Source: an optimization exercise on an open RTL-to-GDS flow (aim: small area, a short achievable clock period and few clock cycles per item). Production flows keep margins and buffers that such runs may drop.
Where RTL was checked, it was by simulation tests only, not by an equivalence proof against the original.
Function not checked in runs 1 to 3: the RTL went through the layout flow alone.
Power is estimated from default activity; no workload was simulated.

[flow/config.mk]
export PLATFORM = sky130hd
export DESIGN_NAME = FGHI
export DESIGN_NICKNAME = FGHI
export VERILOG_FILES = /design/flow/design.v
export SDC_FILE = /design/flow/constraint.sdc
export NUM_CORES = 4
export LEC_CHECK = 0
export CAP_MARGIN = 20
export CORE_MARGIN = 2
export CORE_UTILIZATION = 40
export SETUP_SLACK_MARGIN = 5
export SLEW_MARGIN = 20
[flow/constraint.sdc]
create_clock -name core_clock -period 10.0 [get_ports {clk}]
set_input_delay 2.0000 -clock core_clock [delete_from_list [all_inputs] [get_ports {clk}]]
set_output_delay 2.0000 -clock core_clock [all_outputs]
set_load 0.01 [all_outputs]
[flow/design.v]
module FGHI(
    input clk,
    input reset_n,
    input go,
    input [31 : 0] M_0,
    input [31 : 0] M_1,
    input [31 : 0] M_2,
    input [31 : 0] M_3,
    input [31 : 0] M_4,
    input [31 : 0] M_5,
    input [31 : 0] M_6,
    input [31 : 0] M_7,
    input [31 : 0] M_8,
    input [31 : 0] M_9,
    input [31 : 0] M_10,
    input [31 : 0] M_11,
    input [31 : 0] M_12,
    input [31 : 0] M_13,
    input [31 : 0] M_14,
    input [31 : 0] M_15,
    output reg valid,
    output reg [31 : 0] Oword_0,
    output reg [31 : 0] Oword_1,
    output reg [31 : 0] Oword_2,
    output reg [31 : 0] Oword_3
    );
reg          busy;
reg [6 : 0]  j;           
reg [5 : 0]  n;           
reg [7 : 0]  xs;          
reg [15 : 0] rh;          
reg [3 : 0]  fh;          
reg          finq;        
reg [31 : 0] a, b, c, d;
reg [31 : 0] P;           
reg [511 : 0] X;          
function [31 : 0] bk_add(input [31 : 0] u, input [31 : 0] v);
  reg [31 : 0] p, g, pp, gg;
  integer i, l;
  begin
    p = u ^ v;
    g = u & v;
    pp = p;
    gg = g;
    for (l = 1; l < 32; l = l * 2)
      for (i = 2 * l - 1; i < 32; i = i + 2 * l) begin
        gg[i] = gg[i] | (pp[i] & gg[i - l]);
        pp[i] = pp[i] & pp[i - l];
      end
    for (l = 8; l >= 1; l = l / 2)
      for (i = 3 * l - 1; i < 32; i = i + 2 * l) begin
        gg[i] = gg[i] | (pp[i] & gg[i - l]);
        pp[i] = pp[i] & pp[i - l];
      end
    bk_add = p ^ {gg[30 : 0], 1'b0};
  end
endfunction
wire       acc  = !busy && go;
wire       last = j[6];
wire [6 : 0] j_nx = acc ? 7'd0 : j + 7'd1;
wire [5 : 0] n_nx = (busy && !last) ? n + 6'd1 : (acc ? 6'd1 : 6'd0);
reg [31 : 0] Kn;
reg [31 : 0] Xg;
reg [7 : 0]  xs_nx;
reg [31 : 0] f;
reg [31 : 0] t;
reg [31 : 0] r;
always @(*) begin
  case (n)
    6'd0 : Kn = 32'hd76aa478;
    6'd1 : Kn = 32'he8c7b756;
    6'd2 : Kn = 32'h242070db;
    6'd3 : Kn = 32'hc1bdceee;
    6'd4 : Kn = 32'hf57c0faf;
    6'd5 : Kn = 32'h4787c62a;
    6'd6 : Kn = 32'ha8304613;
    6'd7 : Kn = 32'hfd469501;
    6'd8 : Kn = 32'h698098d8;
    6'd9 : Kn = 32'h8b44f7af;
    6'd10 : Kn = 32'hffff5bb1;
    6'd11 : Kn = 32'h895cd7be;
    6'd12 : Kn = 32'h6b901122;
    6'd13 : Kn = 32'hfd987193;
    6'd14 : Kn = 32'ha679438e;
    6'd15 : Kn = 32'h49b40821;
    6'd16 : Kn = 32'hf61e2562;
    6'd17 : Kn = 32'hc040b340;
    6'd18 : Kn = 32'h265e5a51;
    6'd19 : Kn = 32'he9b6c7aa;
    6'd20 : Kn = 32'hd62f105d;
    6'd21 : Kn = 32'h02441453;
    6'd22 : Kn = 32'hd8a1e681;
    6'd23 : Kn = 32'he7d3fbc8;
    6'd24 : Kn = 32'h21e1cde6;
    6'd25 : Kn = 32'hc33707d6;
    6'd26 : Kn = 32'hf4d50d87;
    6'd27 : Kn = 32'h455a14ed;
    6'd28 : Kn = 32'ha9e3e905;
    6'd29 : Kn = 32'hfcefa3f8;
    6'd30 : Kn = 32'h676f02d9;
    6'd31 : Kn = 32'h8d2a4c8a;
    6'd32 : Kn = 32'hfffa3942;
    6'd33 : Kn = 32'h8771f681;
    6'd34 : Kn = 32'h6d9d6122;
    6'd35 : Kn = 32'hfde5380c;
    6'd36 : Kn = 32'ha4beea44;
    6'd37 : Kn = 32'h4bdecfa9;
    6'd38 : Kn = 32'hf6bb4b60;
    6'd39 : Kn = 32'hbebfbc70;
    6'd40 : Kn = 32'h289b7ec6;
    6'd41 : Kn = 32'heaa127fa;
    6'd42 : Kn = 32'hd4ef3085;
    6'd43 : Kn = 32'h04881d05;
    6'd44 : Kn = 32'hd9d4d039;
    6'd45 : Kn = 32'he6db99e5;
    6'd46 : Kn = 32'h1fa27cf8;
    6'd47 : Kn = 32'hc4ac5665;
    6'd48 : Kn = 32'hf4292244;
    6'd49 : Kn = 32'h432aff97;
    6'd50 : Kn = 32'hab9423a7;
    6'd51 : Kn = 32'hfc93a039;
    6'd52 : Kn = 32'h655b59c3;
    6'd53 : Kn = 32'h8f0ccc92;
    6'd54 : Kn = 32'hffeff47d;
    6'd55 : Kn = 32'h85845dd1;
    6'd56 : Kn = 32'h6fa87e4f;
    6'd57 : Kn = 32'hfe2ce6e0;
    6'd58 : Kn = 32'ha3014314;
    6'd59 : Kn = 32'h4e0811a1;
    6'd60 : Kn = 32'hf7537e82;
    6'd61 : Kn = 32'hbd3af235;
    6'd62 : Kn = 32'h2ad7d2bb;
    6'd63 : Kn = 32'heb86d391;
  endcase
  xs_nx = 8'd0;
  case (j_nx[5 : 0])
    6'd0 : xs_nx = 8'd2;
    6'd1 : xs_nx = 8'd8;
    6'd2 : xs_nx = 8'd16;
    6'd3 : xs_nx = 8'd32;
    6'd4 : xs_nx = 8'd32;
    6'd5 : xs_nx = 8'd8;
    6'd6 : xs_nx = 8'd16;
    6'd7 : xs_nx = 8'd2;
    6'd8 : xs_nx = 8'd2;
    6'd9 : xs_nx = 8'd8;
    6'd10 : xs_nx = 8'd16;
    6'd11 : xs_nx = 8'd32;
    6'd12 : xs_nx = 8'd32;
    6'd13 : xs_nx = 8'd8;
    6'd14 : xs_nx = 8'd16;
    6'd15 : xs_nx = 8'd4;
    6'd16 : xs_nx = 8'd128;
    6'd17 : xs_nx = 8'd2;
    6'd18 : xs_nx = 8'd1;
    6'd19 : xs_nx = 8'd64;
    6'd20 : xs_nx = 8'd128;
    6'd21 : xs_nx = 8'd2;
    6'd22 : xs_nx = 8'd8;
    6'd23 : xs_nx = 8'd4;
    6'd24 : xs_nx = 8'd128;
    6'd25 : xs_nx = 8'd2;
    6'd26 : xs_nx = 8'd1;
    6'd27 : xs_nx = 8'd64;
    6'd28 : xs_nx = 8'd128;
    6'd29 : xs_nx = 8'd2;
    6'd30 : xs_nx = 8'd8;
    6'd31 : xs_nx = 8'd1;
    6'd32 : xs_nx = 8'd16;
    6'd33 : xs_nx = 8'd2;
    6'd34 : xs_nx = 8'd2;
    6'd35 : xs_nx = 8'd1;
    6'd36 : xs_nx = 8'd16;
    6'd37 : xs_nx = 8'd32;
    6'd38 : xs_nx = 8'd32;
    6'd39 : xs_nx = 8'd1;
    6'd40 : xs_nx = 8'd16;
    6'd41 : xs_nx = 8'd2;
    6'd42 : xs_nx = 8'd2;
    6'd43 : xs_nx = 8'd1;
    6'd44 : xs_nx = 8'd16;
    6'd45 : xs_nx = 8'd32;
    6'd46 : xs_nx = 8'd32;
    6'd47 : xs_nx = 8'd2;
    6'd48 : xs_nx = 8'd1;
    6'd49 : xs_nx = 8'd4;
    6'd50 : xs_nx = 8'd128;
    6'd51 : xs_nx = 8'd2;
    6'd52 : xs_nx = 8'd8;
    6'd53 : xs_nx = 8'd64;
    6'd54 : xs_nx = 8'd128;
    6'd55 : xs_nx = 8'd2;
    6'd56 : xs_nx = 8'd1;
    6'd57 : xs_nx = 8'd4;
    6'd58 : xs_nx = 8'd128;
    6'd59 : xs_nx = 8'd2;
    6'd60 : xs_nx = 8'd8;
    6'd61 : xs_nx = 8'd64;
    6'd62 : xs_nx = 8'd128;
    default : xs_nx = 8'd0;
  endcase
  Xg = 32'd0;
  Xg = Xg | ({32{xs[0]}} & X[95 : 64]);
  Xg = Xg | ({32{xs[1]}} & X[191 : 160]);
  Xg = Xg | ({32{xs[2]}} & X[223 : 192]);
  Xg = Xg | ({32{xs[3]}} & X[351 : 320]);
  Xg = Xg | ({32{xs[4]}} & X[415 : 384]);
  Xg = Xg | ({32{xs[5]}} & X[447 : 416]);
  Xg = Xg | ({32{xs[6]}} & X[479 : 448]);
  Xg = Xg | ({32{xs[7]}} & X[511 : 480]);
  f = ({32{fh[0]}} & ((b & c) | (~b & d)))
    | ({32{fh[1]}} & ((b & d) | (c & ~d)))
    | ({32{fh[2]}} & (b ^ c ^ d))
    | ({32{fh[3]}} & (c ^ (b | ~d)));
  t = P + f;
  r = 32'd0;
  r = r | ({32{rh[0]}} & {t[24 : 0], t[31 : 25]});
  r = r | ({32{rh[1]}} & {t[19 : 0], t[31 : 20]});
  r = r | ({32{rh[2]}} & {t[14 : 0], t[31 : 15]});
  r = r | ({32{rh[3]}} & {t[9 : 0], t[31 : 10]});
  r = r | ({32{rh[4]}} & {t[26 : 0], t[31 : 27]});
  r = r | ({32{rh[5]}} & {t[22 : 0], t[31 : 23]});
  r = r | ({32{rh[6]}} & {t[17 : 0], t[31 : 18]});
  r = r | ({32{rh[7]}} & {t[11 : 0], t[31 : 12]});
  r = r | ({32{rh[8]}} & {t[27 : 0], t[31 : 28]});
  r = r | ({32{rh[9]}} & {t[20 : 0], t[31 : 21]});
  r = r | ({32{rh[10]}} & {t[15 : 0], t[31 : 16]});
  r = r | ({32{rh[11]}} & {t[8 : 0], t[31 : 9]});
  r = r | ({32{rh[12]}} & {t[25 : 0], t[31 : 26]});
  r = r | ({32{rh[13]}} & {t[21 : 0], t[31 : 22]});
  r = r | ({32{rh[14]}} & {t[16 : 0], t[31 : 17]});
  r = r | ({32{rh[15]}} & {t[10 : 0], t[31 : 11]});
end
wire [31 : 0] nb  = b + r;
wire [31 : 0] fin = bk_add(Oword_0, b);
wire [31 : 0] Pn  = (busy ? d : Oword_0) + Kn + (busy ? Xg : M_0);
always @(posedge clk) begin
  j    <= j_nx;
  xs   <= xs_nx;
  rh   <= 16'd1 << {j_nx[5 : 4], j_nx[1 : 0]};
  fh   <= 4'd1 << j_nx[5 : 4];
  P    <= Pn;
  if (busy) begin
    a <= d;
    b <= nb;
    c <= b;
    d <= c;
  end else begin
    a <= Oword_0;
    b <= Oword_1;
    c <= Oword_2;
    d <= Oword_3;
  end
  if (acc)
    X <= {M_6, M_3, M_9, M_8, M_2, M_15, M_13, M_12, M_14, M_11, M_1, M_0, M_10, M_7, M_5, M_4};
  else
    X <= {X[31 : 0], X[511 : 32]};
  if (!reset_n) begin
    busy    <= 1'b0;
    valid   <= 1'b0;
    finq    <= 1'b0;
    n       <= 6'd0;
    Oword_0 <= 32'h67452301;
    Oword_1 <= 32'hefcdab89;
    Oword_2 <= 32'h98badcfe;
    Oword_3 <= 32'h10325476;
  end else begin
    n    <= n_nx;
    finq <= busy && !last && (j[5 : 0] >= 6'd60);
    if (acc) begin
      busy  <= 1'b1;
      valid <= 1'b0;
    end else if (busy && last) begin
      busy  <= 1'b0;
      valid <= 1'b1;
    end
    if (finq) begin
      Oword_0 <= Oword_3;
      Oword_1 <= fin;
      Oword_2 <= Oword_1;
      Oword_3 <= Oword_2;
    end
  end
end
endmodule
[flow/run.sh]
#!/bin/bash
# synth_recipe.tcl (not shown) runs the flow's synth.tcl, then flattens the netlist and writes it again
# the make line also repeats each setting of config.mk as NAME=value (left out here)
make -C /OpenROAD-flow-scripts/flow DESIGN_CONFIG=/design/flow/config.mk WORK_HOME=/design/flow/orfs CLKGATE_MAP_FILE= SYNTH_SCRIPT=/design/flow/synth_recipe.tcl finish
==> summary.md, run 1 <==
| Metric | Value |
|---|---|
| Number of vias after detailed routing | ~44000 |
| Slew of the pin with the lowest slew margin | between 1 and 1.5 ns |
| Final HPWL from detailed placement | about 150000 um |
| Max transition margin | around a quarter |
| Root buffer cell | sky130_fd_sc_hd__clkbuf_16 |
| Power per Cell Area | about 330 nW/um2 |
| Area share of the largest cell type after synthesis | 37.30% |
| Count leader, synth | sky130_fd_sc_hd__nand2_1 |
| Combined flip-flop and latch cell area | around 16000 um2 |
| Vias in the first global route | 42290 |
| Path category of the worst min-delay check | register to register |
| Setup repair after global routing missed its margin | true |
| Run status | complete, no violations |
| Final sum of negative setup slack | 0 ns |
| Number of optimization iterations in the first detailed-route pass | 12 |
| Critical path capture point type | register |
| Number of warnings printed during yosys synthesis | 1 |
| PortBufs | 643 |
| Pleak | ~24 nW |
| Highest attainable clock frequency | approximately 150 MHz |
| Cell with the biggest individual delay on the critical path | sky130_fd_sc_hd__dfxtp_4 |
| Register-to-Register Setup Slack | around 3.4 ns |
| Via/cell ratio | just under 6 |
| Gate Count Post-Synth | ~5600 |
| Final period util | 66.28% |
| Number of nets in the layout | 6880 |
| Main synth FF type | sky130_fd_sc_hd__dfxtp_1 |
| Synthesized area per cell | 7.816 um2 |
| Final period demand of the worst path | 6.628 ns |
| Most area-consuming cells after synthesis | sky130_fd_sc_hd__dfxtp_1 37%, sky130_fd_sc_hd__nand2_1 17%, sky130_fd_sc_hd__ha_1 4.5% |
| Clk pin slew, worst setup/hold paths | around 0.06 ns |
| Net count of the mapped netlist | between 6000 and 7000 |
| Initial antenna violation count | around 50 |
| Clock tree from TritonCTS | yes |
| Routed WL | around 200000 um |
| Pin count of the biggest net entering global routing | around 220 |
| Worst-case clock skew | between 0.06 and 0.07 ns |
| Standard cell core area | between 100000 and 150000 um2 |
| Fraction of registers with async set or reset after synthesis | 0% |
| Die ar. | between 100000 and 150000 um2 |
| Fin. Hold Viols | 0 |
| TritonCTS Buffers | 91 |
| Maximum capacitance violations | 0 |
| Largest incremental delay on the critical path | between 0.4 and 0.5 ns |
| Area Overhead vs Synth | 32.79% |
| Clock tree sinks | between 800 and 900 |
| First-pass GRT wire length | 292300 um |
| Netlist area before placement | 43580 um2 |
| Std cell rows | about 120 |
| Slew Limit Fails | 0 |
| Area occupied by multi-input gates | about 27000 um2 |
| GPL Wtd Cong | around 0.97 |
| Data arrival time of the critical path | about 7.2 ns |
| Insertion delay to the later sink of the worst-skew pair | ~0.7 ns |
| Startpoint class of the critical path | register |
| Total non-filler cell area in the finished layout | approximately 58000 um2 |
| Leading cell types by count after synthesis | 1925 x sky130_fd_sc_hd__nand2_1, 812 x sky130_fd_sc_hd__dfxtp_1, 357 x sky130_fd_sc_hd__clkbuf_1 |
| Highest fanout seen on the critical path | 7 |
| Most frequent cell on the critical path | sky130_fd_sc_hd__a221o_1 |
| Dpl cell area | slightly above 50000 um2 |
| Number of enable flip-flop cells after synthesis | 0 |
| GRT overflow | 0 |
| Flip-flop and latch count after synthesis | between 800 and 900 |
| ANT nets after route | 0 |
| Overall global routing resource usage | between 30% and 40% |
| Die height | between 300 and 400 um |
| # IOs | approximately 640 |
| Critical path type | register to register |
| Post-synthesis cell type with the largest combined area | sky130_fd_sc_hd__dfxtp_1 |
| H-tree levels | 3 |
| Maximum clock insertion buffer count | 3 |
| Die width | around 330 um |
| Effective utilization at floorplan | between 40% and 50% |
| Maximum vdd ir drop | between 200 and 300 uV |
| Count of fill cells added during filler insertion | roughly 10000 |
| Wire per inst | 26.70 um |
| Number of setup violations in the final report | 0 |
| Number of distinct library cell variants in the gate-level netlist after synthesis | slightly above 100 |
| Share of final-layout standard cells stronger than drive strength 1 | between 10 and 15% |
| Register area share after synthesis | 37.30% |
| DR DRC count | 0 |
| First-iteration detailed-routing DRC count | 5153 |
| Critical path required time | 10.59 ns |
layout make-up:
| cell class | instances | share of cell area [%] |
|---|---|---|
| Multi-Input combinational cell | 4259 | 47.24 |
| Sequential cell | 812 | 28.18 |
| Timing Repair Buffer | 897 | 15.32 |
| Clock buffer | 129 | 4.545 |
| Tap cell | 1414 | 3.057 |
| Clock inverter | 38 | 0.8864 |
| Inverter | 96 | 0.6789 |
| Antenna cell | 21 | 0.09081 |
worst max-delay path, delay by kind of cell, from the launching register on:
kind,cells,cell delay [ns]
xor gates and xnor gates,1,0.14
AOI/OAI and AO/OA,16,3.46
buffers and inverters,6,0.76
adders and majority gates,2,0.70
DFF,1,0.47
and+or+nand+nor,6,0.95
final timing paths:
check	from	to	depth (start not counted)
worst max-delay path	fh[3]	b[30]	31
worst min-delay path	X[295]	X[263]	2
worst max register to register	fh[3]	b[30]	31
worst min register to register	X[295]	X[263]	2
logic make-up after synthesis:
group / after synthesis / share of synthesized area [%]
AND/OR/NAND/NOR: 2569 / 24.27
AO/OA/AOI/OAI: 1071 / 17.68
flip-flops: 812 / 37.30
buffers and inverters: 505 / 4.433
multiplexers: 249 / 6.190
adder cells (fa/ha/maj): 208 / 6.833
XOR/XNOR: 162 / 3.290
cells in the final DEF, fill, tap and decap left out, types with 47 or more instances in the layout:
master                            Yosys  routed
sky130_fd_sc_hd__xnor2_1            135     123
sky130_fd_sc_hd__nand3_1             76      70
sky130_fd_sc_hd__a22o_1              68      68
sky130_fd_sc_hd__inv_1               93      85
sky130_fd_sc_hd__mux2i_1            130     128
sky130_fd_sc_hd__nor2b_1             80      77
sky130_fd_sc_hd__a21oi_1            182     145
sky130_fd_sc_hd__clkdlybuf4s50_1      0     641
sky130_fd_sc_hd__nor2_1             218     195
sky130_fd_sc_hd__nand2_1           1925    1917
sky130_fd_sc_hd__mux2_2             114     104
sky130_fd_sc_hd__clkbuf_16            0      92
sky130_fd_sc_hd__a31oi_1            110      94
sky130_fd_sc_hd__buf_4                1     187
sky130_fd_sc_hd__o21ai_0            144      98
sky130_fd_sc_hd__a21o_1              47      47
sky130_fd_sc_hd__and3_1              62      60
sky130_fd_sc_hd__a22oi_1             88      82
sky130_fd_sc_hd__nor3_1              76      69
sky130_fd_sc_hd__ha_1               158     110
sky130_fd_sc_hd__dfxtp_1            812     780
sky130_fd_sc_hd__a221oi_1            98      82
layer usage:
layer / GRT usage, % / vias up / share of wire, %
li1: - / 20400 / -
met1: 43.14 / 21120 / 39
met2: 56.62 / 2172 / 45
met3: 9.266 / 479 / 9.3
met4: 20.08 / 52 / 6.3
met5: 0 / - / 0.16
repair_timing:
item	4_1_cts	5_1_grt
cloned	5	2
buffers inserted	118	41
hold buffers	0	0
pin swaps	109	118
setup endpoints to repair	55	41
endpoints found under the hold margin	0	0
resized for setup	306	163
power breakdown:
group          switching (mW)  internal (mW)  leakage (nW)
combinational            6.27           4.91          16.1
sequential              0.518           3.78          6.77
clock                    1.48           2.03          1.54
total                    8.26           10.7          24.4
per-stage QoR:
stage               hold slack [ns]  setup slack (ns)  instances  power (mW)  util, %
global placement             0.4017             2.483       7312       12.43    47.12
detailed placement           0.4063             2.364       7312       12.46    47.12
global route                 0.4348             3.212       7663       19.83    53.38
floorplan                    0.3988             4.186       5576       9.787        -
CTS                          0.4029             3.569       7602       17.70    52.30
finish                       0.4152             3.372       7666       18.99    53.39
flip-flops by register name (all words and copies together), names as in the netlist:
name     flops
c           32
d           32
valid        1
b           32
Oword_1     32
Oword_2     32
P           32
Oword_0     32
j            7
X          512
rh          16
n            6
fh           4
finq         1
xs           8
Oword_3     32
busy         1
==> run 2: changes to the inputs <==
--- a/flow/design.v
+++ b/flow/design.v
@@ -24,16 +24,17 @@
     output reg [31 : 0] Oword_2,
     output reg [31 : 0] Oword_3
     );
-reg          busy;
+reg          busy;        
 reg [6 : 0]  j;           
 reg [5 : 0]  n;           
 reg [7 : 0]  xs;          
-reg [15 : 0] rh;          
 reg [3 : 0]  fh;          
 reg          finq;        
-reg [31 : 0] a, b, c, d;
+reg [31 : 0] a, b, c, d;  
 reg [31 : 0] P;           
 reg [511 : 0] X;          
+reg [3 : 0]  rl;          
+reg [3 : 0]  rc;          
 function [31 : 0] bk_add(input [31 : 0] u, input [31 : 0] v);
   reg [31 : 0] p, g, pp, gg;
   integer i, l;
@@ -55,16 +56,20 @@
     bk_add = p ^ {gg[30 : 0], 1'b0};
   end
 endfunction
-wire       acc  = !busy && go;
-wire       last = j[6];
-wire [6 : 0] j_nx = acc ? 7'd0 : j + 7'd1;
-wire [5 : 0] n_nx = (busy && !last) ? n + 6'd1 : (acc ? 6'd1 : 6'd0);
+wire         acc     = !busy && go;
+wire         last    = j[6];
+wire         busy_nx = acc || (busy && !last);
+wire [6 : 0] j_nx    = acc ? 7'd0 : j + 7'd1;
+wire [5 : 0] n_nx    = (busy && !last) ? n + 6'd1 : (acc ? 6'd1 : 6'd0);
 reg [31 : 0] Kn;
 reg [31 : 0] Xg;
 reg [7 : 0]  xs_nx;
 reg [31 : 0] f;
 reg [31 : 0] t;
 reg [31 : 0] r;
+reg [31 : 0] r1;
+reg [3 : 0]  rl_nx;
+reg [3 : 0]  rc_nx;
 always @(*) begin
   case (n)
     6'd0 : Kn = 32'hd76aa478;
@@ -132,7 +137,6 @@
     6'd62 : Kn = 32'h2ad7d2bb;
     6'd63 : Kn = 32'heb86d391;
   endcase
-  xs_nx = 8'd0;
   case (j_nx[5 : 0])
     6'd0 : xs_nx = 8'd2;
     6'd1 : xs_nx = 8'd8;
@@ -199,55 +203,64 @@
     6'd62 : xs_nx = 8'd128;
     default : xs_nx = 8'd0;
   endcase
-  Xg = 32'd0;
-  Xg = Xg | ({32{xs[0]}} & X[95 : 64]);
-  Xg = Xg | ({32{xs[1]}} & X[191 : 160]);
-  Xg = Xg | ({32{xs[2]}} & X[223 : 192]);
-  Xg = Xg | ({32{xs[3]}} & X[351 : 320]);
-  Xg = Xg | ({32{xs[4]}} & X[415 : 384]);
-  Xg = Xg | ({32{xs[5]}} & X[447 : 416]);
-  Xg = Xg | ({32{xs[6]}} & X[479 : 448]);
-  Xg = Xg | ({32{xs[7]}} & X[511 : 480]);
+  Xg = ({32{xs[0]}} & X[95 : 64])
+     | ({32{xs[1]}} & X[191 : 160])
+     | ({32{xs[2]}} & X[223 : 192])
+     | ({32{xs[3]}} & X[351 : 320])
+     | ({32{xs[4]}} & X[415 : 384])
+     | ({32{xs[5]}} & X[447 : 416])
+     | ({32{xs[6]}} & X[479 : 448])
+     | ({32{xs[7]}} & X[511 : 480]);
   f = ({32{fh[0]}} & ((b & c) | (~b & d)))
     | ({32{fh[1]}} & ((b & d) | (c & ~d)))
     | ({32{fh[2]}} & (b ^ c ^ d))
     | ({32{fh[3]}} & (c ^ (b | ~d)));
   t = P + f;
-  r = 32'd0;
-  r = r | ({32{rh[0]}} & {t[24 : 0], t[31 : 25]});
-  r = r | ({32{rh[1]}} & {t[19 : 0], t[31 : 20]});
-  r = r | ({32{rh[2]}} & {t[14 : 0], t[31 : 15]});
-  r = r | ({32{rh[3]}} & {t[9 : 0], t[31 : 10]});
-  r = r | ({32{rh[4]}} & {t[26 : 0], t[31 : 27]});
-  r = r | ({32{rh[5]}} & {t[22 : 0], t[31 : 23]});
-  r = r | ({32{rh[6]}} & {t[17 : 0], t[31 : 18]});
-  r = r | ({32{rh[7]}} & {t[11 : 0], t[31 : 12]});
-  r = r | ({32{rh[8]}} & {t[27 : 0], t[31 : 28]});
-  r = r | ({32{rh[9]}} & {t[20 : 0], t[31 : 21]});
-  r = r | ({32{rh[10]}} & {t[15 : 0], t[31 : 16]});
-  r = r | ({32{rh[11]}} & {t[8 : 0], t[31 : 9]});
-  r = r | ({32{rh[12]}} & {t[25 : 0], t[31 : 26]});
-  r = r | ({32{rh[13]}} & {t[21 : 0], t[31 : 22]});
-  r = r | ({32{rh[14]}} & {t[16 : 0], t[31 : 17]});
-  r = r | ({32{rh[15]}} & {t[10 : 0], t[31 : 11]});
+  r1 = ({32{rl[0]}} & t)
+     | ({32{rl[1]}} & {t[30 : 0], t[31 : 31]})
+     | ({32{rl[2]}} & {t[29 : 0], t[31 : 30]})
+     | ({32{rl[3]}} & {t[28 : 0], t[31 : 29]});
+  r  = ({32{rc[0]}} & {r1[27 : 0], r1[31 : 28]})
+     | ({32{rc[1]}} & {r1[22 : 0], r1[31 : 23]})
+     | ({32{rc[2]}} & {r1[17 : 0], r1[31 : 18]})
+     | ({32{rc[3]}} & {r1[11 : 0], r1[31 : 12]});
+  case ({j_nx[5 : 4], j_nx[1 : 0]})
+    4'd0 : begin rl_nx = 4'd8; rc_nx = 4'd1; end
+    4'd1 : begin rl_nx = 4'd8; rc_nx = 4'd2; end
+    4'd2 : begin rl_nx = 4'd8; rc_nx = 4'd4; end
+    4'd3 : begin rl_nx = 4'd4; rc_nx = 4'd8; end
+    4'd4 : begin rl_nx = 4'd2; rc_nx = 4'd1; end
+    4'd5 : begin rl_nx = 4'd1; rc_nx = 4'd2; end
+    4'd6 : begin rl_nx = 4'd1; rc_nx = 4'd4; end
+    4'd7 : begin rl_nx = 4'd1; rc_nx = 4'd8; end
+    4'd8 : begin rl_nx = 4'd1; rc_nx = 4'd1; end
+    4'd9 : begin rl_nx = 4'd4; rc_nx = 4'd2; end
+    4'd10 : begin rl_nx = 4'd4; rc_nx = 4'd4; end
+    4'd11 : begin rl_nx = 4'd8; rc_nx = 4'd8; end
+    4'd12 : begin rl_nx = 4'd4; rc_nx = 4'd1; end
+    4'd13 : begin rl_nx = 4'd2; rc_nx = 4'd2; end
+    4'd14 : begin rl_nx = 4'd2; rc_nx = 4'd4; end
+    4'd15 : begin rl_nx = 4'd2; rc_nx = 4'd8; end
+  endcase
 end
-wire [31 : 0] nb  = b + r;
+wire [31 : 0] bo  = busy ? b : Oword_1;
+wire [31 : 0] nb  = bo + r;
 wire [31 : 0] fin = bk_add(Oword_0, b);
 wire [31 : 0] Pn  = (busy ? d : Oword_0) + Kn + (busy ? Xg : M_0);
 always @(posedge clk) begin
   j    <= j_nx;
   xs   <= xs_nx;
-  rh   <= 16'd1 << {j_nx[5 : 4], j_nx[1 : 0]};
   fh   <= 4'd1 << j_nx[5 : 4];
+  rl   <= rl_nx;
+  rc   <= (reset_n && busy_nx) ? rc_nx : 4'd0;
   P    <= Pn;
+  b    <= nb;
   if (busy) begin
     a <= d;
-    b <= nb;
     c <= b;
     d <= c;
   end else begin
     a <= Oword_0;
-    b <= Oword_1;
     c <= Oword_2;
     d <= Oword_3;
   end
@@ -265,15 +278,13 @@
     Oword_2 <= 32'h98badcfe;
     Oword_3 <= 32'h10325476;
   end else begin
+    busy <= busy_nx;
     n    <= n_nx;
     finq <= busy && !last && (j[5 : 0] >= 6'd60);
-    if (acc) begin
-      busy  <= 1'b1;
+    if (acc)
       valid <= 1'b0;
-    end else if (busy && last) begin
-      busy  <= 1'b0;
+    else if (busy && last)
       valid <= 1'b1;
-    end
     if (finq) begin
       Oword_0 <= Oword_3;
       Oword_1 <= fin;
==> flow/flow/run.sh (new file) <==
#!/bin/bash
# Own layout flow: the standard ORFS flow, with two changes:
#  - the port buffers are the smallest buffer (buf_1) instead of ORFS's default pick;
#  - clock tree synthesis uses clkbuf_8 and inserts no dummy loads.
# Each make run's full output goes to a log file in the work folder.
set -euo pipefail
bash standard.sh \
  "BUFFER_PORTS_ARGS=-buffer_cell sky130_fd_sc_hd__buf_1" \
  "CTS_ARGS=-sink_clustering_enable -repair_clock_nets -dont_use_dummy_load -buf_list sky130_fd_sc_hd__clkbuf_8" \
  finish > flow_make.log 2>&1
==> flow/standard.sh (new file) <==
#!/bin/bash
# synth_recipe.tcl (not shown) runs the flow's synth.tcl, then flattens the netlist and writes it again
# the make line also repeats each setting of config.mk as NAME=value (left out here)
make -C /OpenROAD-flow-scripts/flow DESIGN_CONFIG=/design/flow/config.mk WORK_HOME=/design/flow/orfs CLKGATE_MAP_FILE= SYNTH_SCRIPT=/design/flow/synth_recipe.tcl "${@:-finish}"
removed: flow/run.sh
==> run 2 against run 1 <==
Net effect: design area is 14% lower; clock skew is 0.044 ns higher; still clean; critical path depth is 2 lower; global-route usage is 5.4 points lower; fmax is 2.1% lower; combinational power is 43% lower; clock-buffer cell count is 11 higher; critical path type unchanged; register-to-register slack worse by 0.14 ns.
==> summary.md, run 2 <==
| Metric | Value |
|---|---|
| Sw power | 5.398 mW |
| DR DRC count | 0 |
| Worst Slack Setup Final | approximately 3.2 ns |
| Largest register by flop count | X |
| Overall global routing resource usage | roughly 30% |
| Pre-CTS setup slack | 2.282 ns |
| Gate Count Post-Synth | between 5000 and 6000 |
| Worst reg-to-reg path cell count | 29 |
| Die height | roughly 320 um |
| Pin count of the biggest net entering global routing | between 200 and 250 |
| Standard cell core area | 101600 um2 |
| Net count of the mapped netlist | about 6000 |
| Maximum clock insertion buffer count | 3 |
| Clock tree from TritonCTS | yes |
| Multiplexer share of the synthesized area | approximately 4.4% |
| Initial antenna violation count | 34 |
| # IOs | ~640 |
| Number of warnings printed during yosys synthesis | 1 |
| Cell with the biggest individual delay on the critical path | sky130_fd_sc_hd__a2111o_1 |
| Internal power component | 7.720 mW |
| Slew of the pin with the lowest slew margin | roughly 1 ns |
| Area occupied by multi-input gates | 24790 um2 |
| Largest incremental delay on the critical path | 0.45 ns |
| Number of setup violations in the final report | 0 |
| Std cell rows | between 100 and 150 |
| Effective utilization at floorplan | between 40% and 50% |
| Final Power | roughly 13 mW |
| Root buffer cell | sky130_fd_sc_hd__clkbuf_8 |
| Synth Area in Adders | ~7.3% |
| Combined flip-flop and latch cell area | between 15000 and 20000 um2 |
| GPL Wtd Cong | between 0.9 and 1 |
| Simple-gate area share of the yosys netlist | 24.56% |
| Number of stages on the worst setup path | 29 |
| WL met1 | between 60000 and 70000 um |
| Area Overhead vs Synth | 21.26% |
| Final period demand of the worst path | just under 7 ns |
| Via/cell ratio | 5.525 |
| Leading cell types by count after synthesis | 1898 x sky130_fd_sc_hd__nand2_1, 804 x sky130_fd_sc_hd__dfxtp_1, 276 x sky130_fd_sc_hd__clkbuf_1 |
| Most frequent standard cell in the layout excluding fill and tap cells | sky130_fd_sc_hd__nand2_1 |
| Number of distinct library cell variants in the gate-level netlist after synthesis | 80 |
| Hold Startpoint | X[62] |
| Worst path bufs/invs | 4 |
| Clock tree sinks | roughly 800 |
| Run status | complete, no violations |
| Final period util | 67.67% |
| GRT overflow | 0 |
| Number of enable flip-flop cells after synthesis | 0 |
| Total non-filler cell area in the finished layout | 49600 um2 |
| Max transition margin | 33.10% |
| Final cell count without fillers | between 7000 and 8000 |
| Max reg flops | around 510 |
| Netlist area before placement | just over 40000 um2 |
| Placed instance count | roughly 7000 |
| Share of final-layout standard cells stronger than drive strength 1 | between 10% and 20% |
| Critical path required time | 10.63 ns |
| Die width | ~320 um |
| First-pass GRT wire length | approximately 240000 um |
| Worst reg2reg path endpoint | b[31] |
| Register share of total power | between 30% and 40% |
| Crit path max-delay family | compound AO/OA/AOI/OAI gates |
| Highest attainable clock frequency | approximately 150 MHz |
| Highest fanout seen on the critical path | 8 |
| Share of power burned in combinational logic | a little under 50% |
| Power per Cell Area | around 260 nW/um2 |
| Number of vias after detailed routing | between 40000 and 50000 |
| Worst-case clock skew | between 0.1 and 0.15 ns |
| Dpl cell area | about 44000 um2 |
| Fin. Hold Viols | 0 |
| Final HPWL from detailed placement | around 120000 um |
| Commonest cells after routing, fill and taps aside | 1887 x sky130_fd_sc_hd__nand2_1, 781 x sky130_fd_sc_hd__dfxtp_1, 642 x sky130_fd_sc_hd__buf_1 |
| Reg2Reg Launch Point | fh[1] |
| Portion of total power attributed to the clock network | approximately a fifth |
| Insertion delay to the later sink of the worst-skew pair | about 0.85 ns |
| Highest layer used for signal routing | met5 |
| Number of optimization iterations in the first detailed-route pass | 9 |
| Register-to-Register Setup Slack | between 3 and 4 ns |
| Setup repair after global routing missed its margin | true |
| Die ar. | about 100000 um2 |
| Clk pin slew, worst setup/hold paths | ~0.060 ns |
| Maximum vdd ir drop | about 140 uV |
| Number of nets in the layout | 6610 |
| Register area share after synthesis | 39.35% |
| Hold buffer count at CTS | 0 |
| Met2 wirelength from detailed routing | 72650 um |
| Count of fill cells added during filler insertion | between 10000 and 15000 |
| Maximum capacitance violations | 0 |
| Critical path capture point type | register |
| Main synth FF type | sky130_fd_sc_hd__dfxtp_1 |
| Sum of met3 wire segment lengths after detailed routing | 13600 um |
| Switching share of total power | 41.15% |
| XOR/XNOR share of the synthesized area | under 10% |
| Hold Path Stages | 2 |
| Wire per inst | between 20 and 25 um |
| PortBufs | 643 |
| Routed WL | approximately 160000 um |
| Pleak | around 21 nW |
| Most area-consuming cells after synthesis | sky130_fd_sc_hd__dfxtp_1 39%, sky130_fd_sc_hd__nand2_1 17%, sky130_fd_sc_hd__ha_1 4.9% |
| Final standard cell utilization of the core | 48.82% |
| Final sum of negative setup slack | 0 ns |
| Post-synthesis cell type with the largest combined area | sky130_fd_sc_hd__dfxtp_1 |
| Vias in the first global route | 37700 |
| Largest family of logic cells by synthesized area | simple AND/OR/NAND/NOR gates |
| Data arrival time of the critical path | 7.40 ns |
| Endpoint of the worst hold path | X[30] |
| Flip-flop and latch count after synthesis | roughly 800 |
| Post-synthesis compound-gate area fraction | about 17% |
| TritonCTS Buffers | between 100 and 150 |
| Count leader, synth | sky130_fd_sc_hd__nand2_1 |
| Critical path type | register to register |
| H-tree levels | 4 |
| Slew Limit Fails | 0 |
| Synthesized area per cell | just under 8 um2 |
| Startpoint class of the critical path | register |
| First-iteration detailed-routing DRC count | roughly 4000 |
| Area share of the largest cell type after synthesis | approximately 39% |
| Final worst hold slack | around 0.38 ns |
| Path category of the worst min-delay check | register to register |
| Fraction of registers with async set or reset after synthesis | 0% |
| ANT nets after route | 0 |
-- run 2: worst max-delay path by stage --
stage	start	slack, ns	end
after detailed placement	fh[1]	2.28	b[31]
after CTS	fh[1]	3.51	b[31]
final	fh[1]	3.23	b[31]
after floorplan	fh[1]	4.07	b[31]
after global routing	fh[1]	3.10	b[31]
after global placement	fh[1]	2.37	b[31]
-- run 2: tightest hold or removal path, cell delays in order (launching register included) --
cell and delay, ns:
sky130_fd_sc_hd__dfxtp_1 0.30, sky130_fd_sc_hd__nand2_1 0.05, sky130_fd_sc_hd__nand2_1 0.04
-- run 2: power by group through the flow --
stage | clock network [mW] | registers, mW | logic (mW)
after floorplan | 0 | 4.10 | 3.78
after global placement | 0 | 4.29 | 5.20
after detailed placement | 0 | 4.30 | 5.21
after CTS | 2.51 | 4.25 | 5.90
after global routing | 2.64 | 4.32 | 6.89
final | 2.46 | 4.27 | 6.39
-- run 2: what timing repair did --
action	in CTS	in global routing
endpoints found under the hold margin	0	0
cloned	6	0
buffers inserted	123	41
resized for setup	257	147
setup endpoints to repair	59	44
pin swaps	130	123
-- run 2: per-layer routing --
layer	track usage, %	up-vias
met5	0	-
met3	6.069	420
met4	13.43	24
met1	39.66	18940
li1	-	18970
met2	47.28	1814
-- run 2: final cells by class --
type	count	share of cell area [%]
diodes	18	0.09081
multi-input cells	3961	49.98
flip-flops and latches	804	32.56
well taps	1368	3.451
clock buffers	140	3.885
repair inverters	4	0.1211
repair buffers	859	8.957
inverters	116	0.9611
-- run 2: kinds of logic after synthesis --
logic type,count (synthesis)
xor+xnor,178
buf+inv,434
mux,167
fa+ha+maj,209
flops,804
simple gates,2427
compound gates,980
==> run 3: changes to the inputs <==
--- a/flow/config.mk
+++ b/flow/config.mk
@@ -7,6 +7,6 @@
 export LEC_CHECK = 0
 export CAP_MARGIN = 20
 export CORE_MARGIN = 2
-export CORE_UTILIZATION = 40
+export CORE_UTILIZATION = 55
 export SETUP_SLACK_MARGIN = 5
 export SLEW_MARGIN = 20
==> run 3 against run 2 <==
Net effect: register-to-register slack is essentially flat; hold slack worse by 0.0078 ns; sequential share of layout area rose by 0.81 points; largest power group unchanged; still clean; critical endpoint unchanged.
==> summary.md, run 3 <==
| Metric | Value |
|---|---|
| Insertion delay to the later sink of the worst-skew pair | slightly above 0.8 ns |
| Vias in the first global route | ~38000 |
| Fraction of registers with async set or reset after synthesis | 0% |
| TritonCTS Buffers | between 100 and 150 |
| First-iteration detailed-routing DRC count | between 4000 and 5000 |
| Register share of total power | about a third |
| Std cell rows | slightly below 100 |
| Commonest cells after routing, fill and taps aside | 1891 x sky130_fd_sc_hd__nand2_1, 783 x sky130_fd_sc_hd__dfxtp_1, 642 x sky130_fd_sc_hd__buf_1 |
| Internal power component | around 7.5 mW |
| Most frequent cell on the critical path | sky130_fd_sc_hd__buf_6 |
| Maximum vdd ir drop | 151.0 uV |
| Gate Count Post-Synth | a little over 5000 |
| Switching share of total power | between 40% and 50% |
| GRT overflow | 0 |
| Largest incremental delay on the critical path | about 0.43 ns |
| Number of setup violations in the final report | 0 |
| Total non-filler cell area in the finished layout | between 40000 and 50000 um2 |
| Final sum of negative setup slack | 0 ns |
| Critical path type | register to register |
| Worst Slack Setup Final | ~3.2 ns |
| Post-synthesis cell type with the largest combined area | sky130_fd_sc_hd__dfxtp_1 |
| Run status | complete, no violations |
| Share of power burned in combinational logic | 48.0% |
| Slew of the pin with the lowest slew margin | between 1 and 1.5 ns |
| Overall global routing resource usage | 38.50% |
| Effective utilization at floorplan | ~56% |
| Largest register by flop count | X |
| Crit path max-delay family | compound AO/OA/AOI/OAI gates |
| Hold Path Stages | 2 |
| Count leader, synth | sky130_fd_sc_hd__nand2_1 |
| Root buffer cell | sky130_fd_sc_hd__clkbuf_8 |
| Final period demand of the worst path | slightly below 7 ns |
| Pre-CTS setup slack | roughly 2.5 ns |
| Number of enable flip-flop cells after synthesis | 0 |
| Die width | 276.7 um |
| Slew Limit Fails | 0 |
| Path category of the worst min-delay check | register to register |
| Dpl cell area | around 44000 um2 |
| Final worst hold slack | about 0.38 ns |
| Standard cell core area | 73330 um2 |
| Initial antenna violation count | 34 |
| Area Overhead vs Synth | 18.27% |
| Hold buffer count at CTS | 0 |
| Share of final-layout standard cells stronger than drive strength 1 | between 10% and 20% |
| PortBufs | 643 |
| Routed WL | between 150000 and 200000 um |
| Sw power | 5.244 mW |
| Area share of the largest cell type after synthesis | approximately two fifths |
| Portion of total power attributed to the clock network | about a fifth |
| Most frequent standard cell in the layout excluding fill and tap cells | sky130_fd_sc_hd__nand2_1 |
| Synthesized area per cell | around 7.9 um2 |
| Clk pin slew, worst setup/hold paths | roughly 0.060 ns |
| Data arrival time of the critical path | 7.46 ns |
| H-tree levels | 4 |
| Maximum capacitance violations | 0 |
| Via/cell ratio | 5.902 |
| Netlist area before placement | 40910 um2 |
| Count of fill cells added during filler insertion | 6345 |
| Number of stages on the worst setup path | 33 |
| Final standard cell utilization of the core | 65.97% |
| Maximum clock insertion buffer count | 3 |
| Die ar. | about 77000 um2 |
| Pin count of the biggest net entering global routing | 215 |
| Leading cell types by count after synthesis | 1898 x sky130_fd_sc_hd__nand2_1, 804 x sky130_fd_sc_hd__dfxtp_1, 276 x sky130_fd_sc_hd__clkbuf_1 |
| Clock tree from TritonCTS | yes |
| ANT nets after route | 0 |
| Number of distinct library cell variants in the gate-level netlist after synthesis | 80 |
| Startpoint class of the critical path | register |
| # IOs | 644 |
| Clock tree sinks | about 800 |
| Worst reg-to-reg path cell count | 33 |
| Number of optimization iterations in the first detailed-route pass | 14 |
| Die height | around 280 um |
| First-pass GRT wire length | around 230000 um |
| Worst-case clock skew | approximately 0.11 ns |
| Number of nets in the layout | 6575 |
| Cell with the biggest individual delay on the critical path | sky130_fd_sc_hd__dfxtp_4 |
| Wire per inst | ~23 um |
| Fin. Hold Viols | 0 |
| Main synth FF type | sky130_fd_sc_hd__dfxtp_1 |
| Number of warnings printed during yosys synthesis | 1 |
| Setup repair after global routing missed its margin | true |
| Worst path bufs/invs | 5 |
| Max transition margin | between 15 and 20% |
| Register area share after synthesis | between 30% and 40% |
| Flip-flop and latch count after synthesis | 804 |
| Max reg flops | 512 |
| DR DRC count | 0 |
| Highest attainable clock frequency | about 150 MHz |
| Final HPWL from detailed placement | 111700 um |
| Number of vias after detailed routing | 40330 |
| Most area-consuming cells after synthesis | sky130_fd_sc_hd__dfxtp_1 39%, sky130_fd_sc_hd__nand2_1 17%, sky130_fd_sc_hd__ha_1 4.9% |
| Critical path capture point type | register |
| Highest fanout seen on the critical path | 6 |
| Critical path required time | between 10 and 15 ns |
| Final period util | approximately two thirds |
| Net count of the mapped netlist | between 5000 and 6000 |
| Power per Cell Area | 264.1 nW/um2 |
| GPL Wtd Cong | about 1 |
| Pleak | roughly 21 nW |
run 3: cell counts after synthesis:
No cell type changed its count.
run 3: cell type report:
cell class                      instances  area [um2]  share of cell area [%]
Inverter                              116       475.5                  0.9828
Timing Repair Buffer                  832        4195                   8.672
Timing Repair inverter                  1       5.005                 0.01035
Sequential cell                       804       16140                   33.37
Antenna cell                           25       62.56                  0.1293
Clock buffer                          135        1858                   3.841
Multi-Input combinational cell       3961       24440                   50.51
Tap cell                              959        1200                   2.480
run 3: cell families (layout without fill, tap and decap cells):
| logic type | after synthesis | in the layout | synth area share (%) |
|---|---|---|---|
| AND/OR/NAND/NOR | 2427 | 2427 | 24.56 |
| XOR/XNOR | 178 | 178 | 3.811 |
| adder cells (fa/ha/maj) | 209 | 209 | 7.310 |
| buffers and inverters | 434 | 1084 | 3.986 |
| AO/OA/AOI/OAI | 980 | 980 | 16.59 |
| multiplexers | 167 | 167 | 4.395 |
| flip-flops | 804 | 804 | 39.35 |
| other | 0 | 25 | 0 |
run 3: through the flow:
| step | instances | power [mW] |
|---|---|---|
| final | 6833 | 12.77 |
| after global placement | 6534 | 9.383 |
| after detailed placement | 6534 | 9.406 |
| after CTS | 6758 | 12.30 |
| after global routing | 6827 | 13.44 |
| after floorplan | 5199 | 7.879 |
run 3: routing by layer:
metal / track usage (%) / wire length (um) / vias up
met4: 18.39 / 7955 / 18
met5: 0.6254 / 162 / -
met1: 50.92 / 63640 / 18900
met2: 60.05 / 68980 / 2071
met3: 8.040 / 14200 / 438
li1: - / - / 18910
run 3: worst min-delay path, cell delays in order (launching register included):
cell and delay, ns:
sky130_fd_sc_hd__dfxtp_1 0.30, sky130_fd_sc_hd__nand2_1 0.06, sky130_fd_sc_hd__nand2_1 0.06
run 3: timing repair:
action / in CTS / in global routing
resized for setup: 197 / 136
buffers inserted: 86 / 49
endpoints found under the setup margin: 59 / 45
gates cloned: 3 / 1
pin swaps: 110 / 104
run 3: worst paths after layout:
| kind | from | end | slack [ns] |
|---|---|---|---|
| worst min register to register | X[142] | X[110] | 0.38 |
| worst max-delay path | fh[3] | b[31] | 3.24 |
| worst min-delay path | X[142] | X[110] | 0.38 |
| worst max register to register | fh[3] | b[31] | 3.24 |
run 3: power groups by stage:
stage               Clock, mW  Sequential (mW)  Combinational (mW)
floorplan                   0             4.10                3.78
global placement            0             4.27                5.11
detailed placement          0             4.28                5.13
CTS                      2.42             4.22                5.66
global route             2.55             4.29                6.61
finish                   2.40             4.24                6.14
==> run 4: changes to the inputs <==
--- a/flow/design.v
+++ b/flow/design.v
@@ -28,9 +28,9 @@
 reg [6 : 0]  j;           
 reg [5 : 0]  n;           
 reg [7 : 0]  xs;          
-reg [3 : 0]  fh;          
+reg [31 : 0] f1, f0;      
 reg          finq;        
-reg [31 : 0] a, b, c, d;  
+reg [31 : 0] b, c, d;     
 reg [31 : 0] P;           
 reg [511 : 0] X;          
 reg [3 : 0]  rl;          
@@ -203,18 +203,15 @@
     6'd62 : xs_nx = 8'd128;
     default : xs_nx = 8'd0;
   endcase
-  Xg = ({32{xs[0]}} & X[95 : 64])
+  Xg = {32{~j[0]}} ^ (({32{xs[0]}} & X[95 : 64])
      | ({32{xs[1]}} & X[191 : 160])
      | ({32{xs[2]}} & X[223 : 192])
      | ({32{xs[3]}} & X[351 : 320])
      | ({32{xs[4]}} & X[415 : 384])
      | ({32{xs[5]}} & X[447 : 416])
      | ({32{xs[6]}} & X[479 : 448])
-     | ({32{xs[7]}} & X[511 : 480]);
-  f = ({32{fh[0]}} & ((b & c) | (~b & d)))
-    | ({32{fh[1]}} & ((b & d) | (c & ~d)))
-    | ({32{fh[2]}} & (b ^ c ^ d))
-    | ({32{fh[3]}} & (c ^ (b | ~d)));
+     | ({32{xs[7]}} & X[511 : 480]));
+  f = (b & f1) | (~b & f0);
   t = P + f;
   r1 = ({32{rl[0]}} & t)
      | ({32{rl[1]}} & {t[30 : 0], t[31 : 31]})
@@ -246,28 +243,33 @@
 wire [31 : 0] bo  = busy ? b : Oword_1;
 wire [31 : 0] nb  = bo + r;
 wire [31 : 0] fin = bk_add(Oword_0, b);
-wire [31 : 0] Pn  = (busy ? d : Oword_0) + Kn + (busy ? Xg : M_0);
+wire [31 : 0] F0o = (Oword_1 & Oword_2) | (~Oword_1 & Oword_3);
+wire [31 : 0] Pn  = (busy ? d : Oword_0) + Kn + (busy ? Xg : F0o);
+wire [31 : 0] c_nx = busy ? b : Oword_2;
+wire [31 : 0] d_nx = busy ? c : Oword_3;
+reg [31 : 0] f1_nx, f0_nx;
+always @(*)
+  case (j_nx[5 : 4])
+    2'd0 : begin f1_nx = c_nx;           f0_nx = d_nx;           end
+    2'd1 : begin f1_nx = c_nx | d_nx;    f0_nx = c_nx & ~d_nx;   end
+    2'd2 : begin f1_nx = ~(c_nx ^ d_nx); f0_nx = c_nx ^ d_nx;    end
+    2'd3 : begin f1_nx = ~c_nx;          f0_nx = ~(c_nx ^ d_nx); end
+  endcase
 always @(posedge clk) begin
   j    <= j_nx;
   xs   <= xs_nx;
-  fh   <= 4'd1 << j_nx[5 : 4];
+  f1   <= busy ? f1_nx : M_0;
+  f0   <= busy ? f0_nx : M_0;
   rl   <= rl_nx;
   rc   <= (reset_n && busy_nx) ? rc_nx : 4'd0;
   P    <= Pn;
   b    <= nb;
-  if (busy) begin
-    a <= d;
-    c <= b;
-    d <= c;
-  end else begin
-    a <= Oword_0;
-    c <= Oword_2;
-    d <= Oword_3;
-  end
+  c    <= c_nx;
+  d    <= d_nx;
   if (acc)
-    X <= {M_6, M_3, M_9, M_8, M_2, M_15, M_13, M_12, M_14, M_11, M_1, M_0, M_10, M_7, M_5, M_4};
+    X <= ~{M_6, M_3, M_9, M_8, M_2, M_15, M_13, M_12, M_14, M_11, M_1, M_0, M_10, M_7, M_5, M_4};
   else
-    X <= {X[31 : 0], X[511 : 32]};
+    X <= ~{X[31 : 0], X[511 : 32]};
   if (!reset_n) begin
     busy    <= 1'b0;
     valid   <= 1'b0;
==> flow/flow/run.sh (replaced) <==
#!/bin/bash
# Own layout flow: the standard ORFS flow, with two changes:
#  - the port buffers are the smallest buffer (buf_1) instead of ORFS's default pick;
#  - clock tree synthesis uses clkbuf_8, larger sink clusters and no dummy loads.
# The make run's full output goes to flow_make.log in the work folder.
set -euo pipefail
bash standard.sh \
  "BUFFER_PORTS_ARGS=-buffer_cell sky130_fd_sc_hd__buf_1" \
  "CTS_ARGS=-sink_clustering_enable -repair_clock_nets -dont_use_dummy_load -sink_clustering_size 14 -sink_clustering_max_diameter 60 -buf_list sky130_fd_sc_hd__clkbuf_8" \
  finish > flow_make.log 2>&1
--- a/flow/config.mk
+++ b/flow/config.mk
@@ -5,8 +5,9 @@
 export SDC_FILE = /design/flow/constraint.sdc
 export NUM_CORES = 4
 export LEC_CHECK = 0
+export ABC_AREA = 1
 export CAP_MARGIN = 20
 export CORE_MARGIN = 2
-export CORE_UTILIZATION = 55
+export CORE_UTILIZATION = 50
 export SETUP_SLACK_MARGIN = 5
 export SLEW_MARGIN = 20
==> run 4 against run 3 <==
Net effect: combinational power up 4.4%; fmax up 38%; global-route usage up 0.11 points; first-iteration DRC count down 6.3%; flip-flop and latch count up 60; highest routed layer unchanged.
==> summary.md, run 4 <==
| Metric | Value |
|---|---|
| Fin. Hold Viols | 0 |
| Final cell count without fillers | about 7100 |
| Final period demand of the worst path | around 4.9 ns |
| Net count of the mapped netlist | about 6200 |
| Most area-consuming cells after synthesis | sky130_fd_sc_hd__dfxtp_1 39%, sky130_fd_sc_hd__mux2i_1 11%, sky130_fd_sc_hd__nand2_1 8.7% |
| Worst-case clock skew | 0.08669 ns |
| Power per Cell Area | 259.7 nW/um2 |
| Final sum of negative setup slack | 0 ns |
| Max reg flops | 512 |
| Main synth FF type | sky130_fd_sc_hd__dfxtp_1 |
| Die width | about 300 um |
| Die ar. | approximately 90000 um2 |
| Insertion delay to the later sink of the worst-skew pair | roughly 0.8 ns |
| Flip-flop and latch count after synthesis | 864 |
| Pre-CTS setup slack | around 4 ns |
| Standard cell core area | approximately 87000 um2 |
| Gate Count Post-Synth | about 5400 |
| Largest register by flop count | X |
| Routed WL | 179900 um |
| First-iteration detailed-routing DRC count | 4354 |
| Share of final-layout standard cells stronger than drive strength 1 | under 10% |
| Most frequent standard cell in the layout excluding fill and tap cells | sky130_fd_sc_hd__nand2_1 |
| Count of fill cells added during filler insertion | around 8300 |
| Clock tree from TritonCTS | yes |
| Fraction of registers with async set or reset after synthesis | 0% |
| Post-synthesis cell type with the largest combined area | sky130_fd_sc_hd__dfxtp_1 |
| Clk pin slew, worst setup/hold paths | approximately 0.09 ns |
| Maximum vdd ir drop | 146.1 uV |
| Root buffer cell | sky130_fd_sc_hd__clkbuf_8 |
| Slew Limit Fails | 0 |
| Number of nets in the layout | ~6700 |
| Netlist area before placement | 43880 um2 |
| Number of vias after detailed routing | between 40000 and 50000 |
| Commonest cells after routing, fill and taps aside | 994 x sky130_fd_sc_hd__nand2_1, 832 x sky130_fd_sc_hd__dfxtp_1, 642 x sky130_fd_sc_hd__buf_1 |
| Synthesized area per cell | between 8 and 9 um2 |
| Leading cell types by count after synthesis | 1014 x sky130_fd_sc_hd__nand2_1, 864 x sky130_fd_sc_hd__dfxtp_1, 531 x sky130_fd_sc_hd__inv_1 |
| ANT nets after route | 0 |
| Combined flip-flop and latch cell area | approximately 17000 um2 |
| Overall global routing resource usage | 38.60% |
| Area share of the largest cell type after synthesis | approximately 39% |
| Vias in the first global route | between 30000 and 40000 |
| Number of warnings printed during yosys synthesis | 1 |
| Placed instance count | 7015 |
| Critical path type | input port to register |
| Pleak | around 23 nW |
| Slew of the pin with the lowest slew margin | ~1.1 ns |
| Pin count of the biggest net entering global routing | 142 |
| Maximum clock insertion buffer count | 3 |
| Data arrival time of the critical path | 5.59 ns |
| Die height | between 300 and 400 um |
| Highest attainable clock frequency | slightly above 200 MHz |
| Area occupied by multi-input gates | approximately 24000 um2 |
| Critical path capture point type | register |
| Maximum capacitance violations | 0 |
| DR DRC count | 0 |
| Number of distinct library cell variants in the gate-level netlist after synthesis | between 60 and 70 |
| Area Overhead vs Synth | 12.33% |
| Number of optimization iterations in the first detailed-route pass | 6 |
| GPL Wtd Cong | 1.075 |
| First-pass GRT wire length | approximately 260000 um |
| Startpoint class of the critical path | input port |
| H-tree levels | 3 |
| Register area share after synthesis | between 30% and 40% |
| Hold buffer count at CTS | 0 |
| Setup repair after global routing missed its margin | true |
| GRT overflow | 0 |
| Highest fanout seen on the critical path | 54 |
| Count leader, synth | sky130_fd_sc_hd__nand2_1 |
| Via/cell ratio | 5.799 |
| Final HPWL from detailed placement | about 140000 um |
| TritonCTS Buffers | just over 80 |
| Critical path required time | roughly 11 ns |
| PortBufs | roughly 640 |
| Std cell rows | 108 |
| Worst Slack Setup Final | 5.086 ns |
| Number of setup violations in the final report | 0 |
| Number of enable flip-flop cells after synthesis | 0 |
| # IOs | 644 |
| Effective utilization at floorplan | between 50 and 60% |
| Wire per inst | roughly 25 um |
| Run status | complete, no violations |
| Path category of the worst min-delay check | register to register |
| Max transition margin | a little under a quarter |
| Clock tree sinks | 864 |
| Initial antenna violation count | 32 |
| Final period util | between 40% and 50% |
run 4: cell families after synthesis:
group	count (synthesis)	synth area share, %
AND/OR/NAND/NOR	1752	16.87
AO/OA/AOI/OAI	1148	14.92
flip-flops	864	39.42
buffers and inverters	810	7.194
multiplexers	506	11.63
adder cells (fa/ha/maj)	267	8.469
XOR/XNOR	75	1.497
run 4: critical path, cell delays in order:
cell	delay [ns]
sky130_fd_sc_hd__buf_1	0.21
sky130_fd_sc_hd__nand2_8	0.42
sky130_fd_sc_hd__inv_2	0.04
sky130_fd_sc_hd__buf_4	0.34
sky130_fd_sc_hd__nor2_4	0.54
sky130_fd_sc_hd__inv_2	0.14
sky130_fd_sc_hd__nor2_2	0.39
sky130_fd_sc_hd__buf_4	0.50
sky130_fd_sc_hd__inv_2	0.41
sky130_fd_sc_hd__o221ai_1	0.27
sky130_fd_sc_hd__a21oi_1	0.06
sky130_fd_sc_hd__o21ai_1	0.14
run 4: report_power, final:
| group | switching, mW | internal, mW |
|---|---|---|
| combinational | 4.23 | 2.19 |
| clock | 1.17 | 0.730 |
| sequential | 0.386 | 4.10 |
run 4: final cells by class:
| type | instances | share of cell area [%] |
|---|---|---|
| antenna | 22 | 0.1117 |
| inverter | 548 | 4.232 |
| tap | 1155 | 2.932 |
| clock buffer | 82 | 2.290 |
| multi-input combinational | 3749 | 48.97 |
| timing repair buffer | 720 | 6.250 |
| sequential | 864 | 35.21 |
run 4: metrics by stage:
step / instance area, um2 / power [mW] / hold slack (ns) / util (%)
after CTS: 48470 / 12.34 / 0.3546 / 55.78
after global placement: 47130 / 10.34 / 0.3929 / 54.24
after detailed placement: 47130 / 10.36 / 0.3975 / 54.24
after global routing: 49280 / 13.52 / 0.3533 / 56.72
after floorplan: 43880 / 8.381 / 0.3908 / -
final: 49290 / 12.80 / 0.3519 / 56.73
run 4: what timing repair did:
action	in CTS	in global routing
pin swaps	5	18
gates resized for setup	58	160
gates cloned	1	0
setup endpoints to repair	89	49
setup buffers	5	15
run 4: worst paths after layout:
path,from,to,slack (ns),cells past startpoint
max reg2reg,b[23],b[29],5.09,23
max,go,f1[22],5.09,12
min reg2reg,X[130],X[98],0.35,1
min,X[130],X[98],0.35,1
run 4: per-layer routing:
metal / vias to the layer above / part of all wire, % / GRT usage [%] / wire [um]
li1: 19310 / - / - / -
met5: - / 0.062 / 0 / 112
met4: 16 / 5.4 / 18.62 / 9702
met3: 409 / 8.0 / 7.118 / 14330
met1: 19770 / 41 / 49.98 / 74050
met2: 1897 / 45 / 62.03 / 81660
Testbench counts of run 4, summed over its fixed seeds: cycles 8,448, items 128.
==> run 5: changes to the inputs <==
--- a/flow/config.mk
+++ b/flow/config.mk
@@ -8,6 +8,6 @@
 export ABC_AREA = 1
 export CAP_MARGIN = 20
 export CORE_MARGIN = 2
-export CORE_UTILIZATION = 50
+export CORE_UTILIZATION = 65
 export SETUP_SLACK_MARGIN = 5
 export SLEW_MARGIN = 20
==> run 5 against run 4 <==
Net effect: sequential share of layout area is 0.088 points lower; fmax down 3.8%; worst setup slack worse by 0.19 ns; first-iteration DRC count is 66% higher; combinational power up 9.0%; synthesized cell count is the same; routed wire length grew 6.3%; design area rose by 0.31%; register-to-register slack worse by 0.19 ns; clock power hardly changed; global-route usage is 14 points higher.
==> summary.md, run 5 <==
| Metric | Value |
|---|---|
| Startpoint class of the critical path | register |
| Clock tree from TritonCTS | yes |
| Hold Startpoint | X[10] |
| Root buffer cell | sky130_fd_sc_hd__clkbuf_8 |
| Critical path type | register to register |
| Clk pin slew, worst setup/hold paths | roughly 0.10 ns |
| Insertion delay to the later sink of the worst-skew pair | 0.76 ns |
| Commonest cells after routing, fill and taps aside | 982 x sky130_fd_sc_hd__nand2_1, 831 x sky130_fd_sc_hd__dfxtp_1, 642 x sky130_fd_sc_hd__buf_1 |
| Flip-flop and latch count after synthesis | 864 |
| Most area-consuming cells after synthesis | sky130_fd_sc_hd__dfxtp_1 39%, sky130_fd_sc_hd__mux2i_1 11%, sky130_fd_sc_hd__nand2_1 8.7% |
| Netlist area before placement | approximately 44000 um2 |
| Net count of the mapped netlist | 6204 |
| Setup repair after global routing missed its margin | false |
| Hold buffer count at CTS | 0 |
| Number of distinct library cell variants in the gate-level netlist after synthesis | between 60 and 70 |
| Max reg flops | 512 |
| Endpoint of the worst hold path | X[490] |
| Area share of the largest cell type after synthesis | 39.42% |
| Fraction of registers with async set or reset after synthesis | 0% |
| Slew of the pin with the lowest slew margin | approximately 1.2 ns |
| GPL Wtd Cong | 1.080 |
| H-tree levels | 3 |
| Post-synthesis cell type with the largest combined area | sky130_fd_sc_hd__dfxtp_1 |
| Portion of total power attributed to the clock network | between 10% and 20% |
| Number of warnings printed during yosys synthesis | 1 |
| Number of enable flip-flop cells after synthesis | 0 |
| Number of optimization iterations in the first detailed-route pass | 10 |
| Share of final-layout standard cells stronger than drive strength 1 | 8.779% |
| Count leader, synth | sky130_fd_sc_hd__nand2_1 |
| Worst Slack Setup Final | roughly 4.9 ns |
| GRT overflow | 0 |
| Area occupied by multi-input gates | between 20000 and 25000 um2 |
| Vias in the first global route | 42860 |
| Fin. Hold Viols | 0 |
| # IOs | roughly 640 |
| Overall global routing resource usage | approximately 52% |
| Die ar. | slightly below 70000 um2 |
| Number of vias after detailed routing | roughly 45000 |
| Pre-CTS setup slack | approximately 4.2 ns |
| Via/cell ratio | 6.548 |
| Worst reg2reg path endpoint | b[21] |
| PortBufs | 643 |
| Final Power | between 10 and 15 mW |
| Area Overhead vs Synth | 12.68% |
| Worst reg-to-reg path cell count | 26 |
| Effective utilization at floorplan | 65.46% |
| Data arrival time of the critical path | about 5.7 ns |
| DR DRC count | 0 |
| Reg2Reg Launch Point | b[20] |
| Worst-case clock skew | 0.1232 ns |
| Highest attainable clock frequency | 195.7 MHz |
| Run status | complete, no violations |
| Combined flip-flop and latch cell area | 17370 um2 |
| Max transition margin | 20.26% |
| Share of power burned in combinational logic | between 50 and 60% |
| Register share of total power | 33.9% |
| Maximum vdd ir drop | 187.9 uV |
| Maximum clock insertion buffer count | 3 |
| Routed WL | 191100 um |
| Pin count of the biggest net entering global routing | ~160 |
| Gate Count Post-Synth | between 5000 and 6000 |
| Synthesized area per cell | between 8 and 9 um2 |
| Largest register by flop count | X |
| Final HPWL from detailed placement | about 140000 um |
| First-iteration detailed-routing DRC count | 7228 |
| Die width | 263.8 um |
| Register area share after synthesis | approximately two fifths |
| Slew Limit Fails | 0 |
| Maximum capacitance violations | 0 |
| Clock tree sinks | between 800 and 900 |
| Register-to-Register Setup Slack | around 5 ns |
| Most frequent standard cell in the layout excluding fill and tap cells | sky130_fd_sc_hd__nand2_1 |
| Die height | around 260 um |
| Hold Path Stages | 1 |
| Initial antenna violation count | 49 |
| Critical path capture point type | register |
| Main synth FF type | sky130_fd_sc_hd__dfxtp_1 |
| ANT nets after route | 0 |
| Final period util | between 50% and 60% |
| Switching share of total power | 46.28% |
| Highest fanout seen on the critical path | 5 |
| Number of setup violations in the final report | 0 |
| Pleak | between 20 and 25 nW |
| Leading cell types by count after synthesis | 1014 x sky130_fd_sc_hd__nand2_1, 864 x sky130_fd_sc_hd__dfxtp_1, 531 x sky130_fd_sc_hd__inv_1 |
| Path category of the worst min-delay check | register to register |
| Final period demand of the worst path | 5.109 ns |
| Internal power component | 7.234 mW |
| Count of fill cells added during filler insertion | approximately 4900 |
| Sw power | between 6 and 7 mW |
| Wire per inst | ~28 um |
| Power per Cell Area | about 270 nW/um2 |
| Number of nets in the layout | slightly below 7000 |
| First-pass GRT wire length | 271100 um |
| TritonCTS Buffers | 78 |
| Standard cell core area | 67040 um2 |
| Std cell rows | 95 |
| Final sum of negative setup slack | 0 ns |
| Critical path required time | roughly 11 ns |
run 5: layout make-up:
type,count,share of cell area (%)
Multi-Input combinational cell,3748,49.56
Sequential cell,864,35.13
Timing Repair Buffer,742,6.493
Inverter,548,4.211
Tap cell,873,2.209
Clock buffer,78,2.171
Antenna cell,45,0.2277
run 5: power by group through the flow:
stage / clock network, mW / logic (mW) / registers, mW
after floorplan: 0 / 4.03 / 4.36
after global placement: 0 / 5.74 / 4.52
after detailed placement: 0 / 5.83 / 4.55
after CTS: 1.85 / 6.10 / 4.50
after global routing: 1.96 / 7.40 / 4.59
final: 1.90 / 6.99 / 4.57
run 5: how the worst max path moves through the flow:
stage,from,endpoint,slack [ns],cells after the start
after floorplan,n[0],P[31],5.73,26
after global placement,n[3],P[31],4.29,22
after detailed placement,b[0],b[28],4.24,28
after CTS,b[0],b[28],5.01,30
after global routing,b[6],b[31],4.82,29
final,b[20],b[21],4.89,26
run 5: repair_timing:
item,4_1_cts,5_1_grt
gates cloned,0,0
buffers inserted,14,29
gates resized for setup,72,219
endpoints found under the setup margin,42,36
pin swaps,12,42
run 5: cells by family (layout without fill, tap and decap cells):
logic type                 count (synthesis)  count (layout)  share of synthesized area, %
AOI/OAI and AO/OA                       1148            1148                         14.92
xor gates and xnor gates                  75              75                         1.497
adders and majority gates                267             267                         8.469
buffers and inverters                    810            1368                         7.194
DFF                                      864             864                         39.42
muxes                                    506             506                         11.63
other                                      0              45                             0
and+or+nand+nor                         1752            1752                         16.87
run 5: critical path, stage by stage, from the launching register on:
cell                      delay, ns
sky130_fd_sc_hd__dfxtp_4       0.41
sky130_fd_sc_hd__mux2_2        0.35
sky130_fd_sc_hd__ha_2          0.43
sky130_fd_sc_hd__nand2_2       0.10
sky130_fd_sc_hd__nor2_2        0.18
sky130_fd_sc_hd__nand2_1       0.10
sky130_fd_sc_hd__nor2_1        0.14
sky130_fd_sc_hd__nand2_2       0.09
sky130_fd_sc_hd__nand3_4       0.13
sky130_fd_sc_hd__a21oi_4       0.08
sky130_fd_sc_hd__inv_1         0.09
sky130_fd_sc_hd__nand2_2       0.07
sky130_fd_sc_hd__nand3_1       0.07
sky130_fd_sc_hd__nand4_1       0.23
sky130_fd_sc_hd__buf_4         0.24
sky130_fd_sc_hd__nand2_1       0.05
sky130_fd_sc_hd__nand4_1       0.36
sky130_fd_sc_hd__ha_4          0.33
sky130_fd_sc_hd__a21oi_1       0.28
sky130_fd_sc_hd__o21ai_2       0.15
sky130_fd_sc_hd__a21oi_2       0.22
sky130_fd_sc_hd__nand2_4       0.14
sky130_fd_sc_hd__a21oi_4       0.21
sky130_fd_sc_hd__o21ai_2       0.08
sky130_fd_sc_hd__buf_4         0.17
sky130_fd_sc_hd__buf_4         0.14
sky130_fd_sc_hd__xor2_1        0.13
run 5: per-stage QoR:
stage	instances	instance area, um2	util (%)	hold WS (ns)
2_1_floorplan	5422	43880	-	0.3908
3_5_place_dp	6732	46750	69.74	0.3980
5_1_grt	6882	49400	73.70	0.4053
3_3_place_gp	6732	46750	69.74	0.3928
4_1_cts	6824	48260	71.99	0.3689
6_report	6898	49440	73.76	0.3781
run 5: layer usage:
metal,part of all wire [%],track usage [%]
met1,34,62.11
met2,42,78.54
met4,9.9,41.09
met5,0.044,0
met3,14,16.12

==> afterwards: timing with drivers on the ports <==
Ports are ideal in the flow. The routed layouts listed here were re-timed in OpenROAD. Step 1 sets driving cells, clkbuf_16 on the clock port and buf_2 on the other inputs (assumed; they add their load-dependent delay and slew). Step 2 also shifts input and output timing later by t, the mid clock arrival at the registers, as if the neighbouring blocks saw the same clock. a / b / c = ideal / step 1 / step 2; a / b = the first two.
run | t, ns | setup WS [ns]
run 1 | 0.770 | 3.372 / 3.372 / 3.372
run 2 | 0.860 | 3.233 / 3.233 / 3.233
run 3 | 0.827 | 3.240 / 3.240 / 3.240
run 4 | 0.799 | 5.086 / 5.008 / 4.208
run 5 | 0.770 | 4.891 / 4.891 / 4.277
After both steps setup and hold are still met in every run listed.
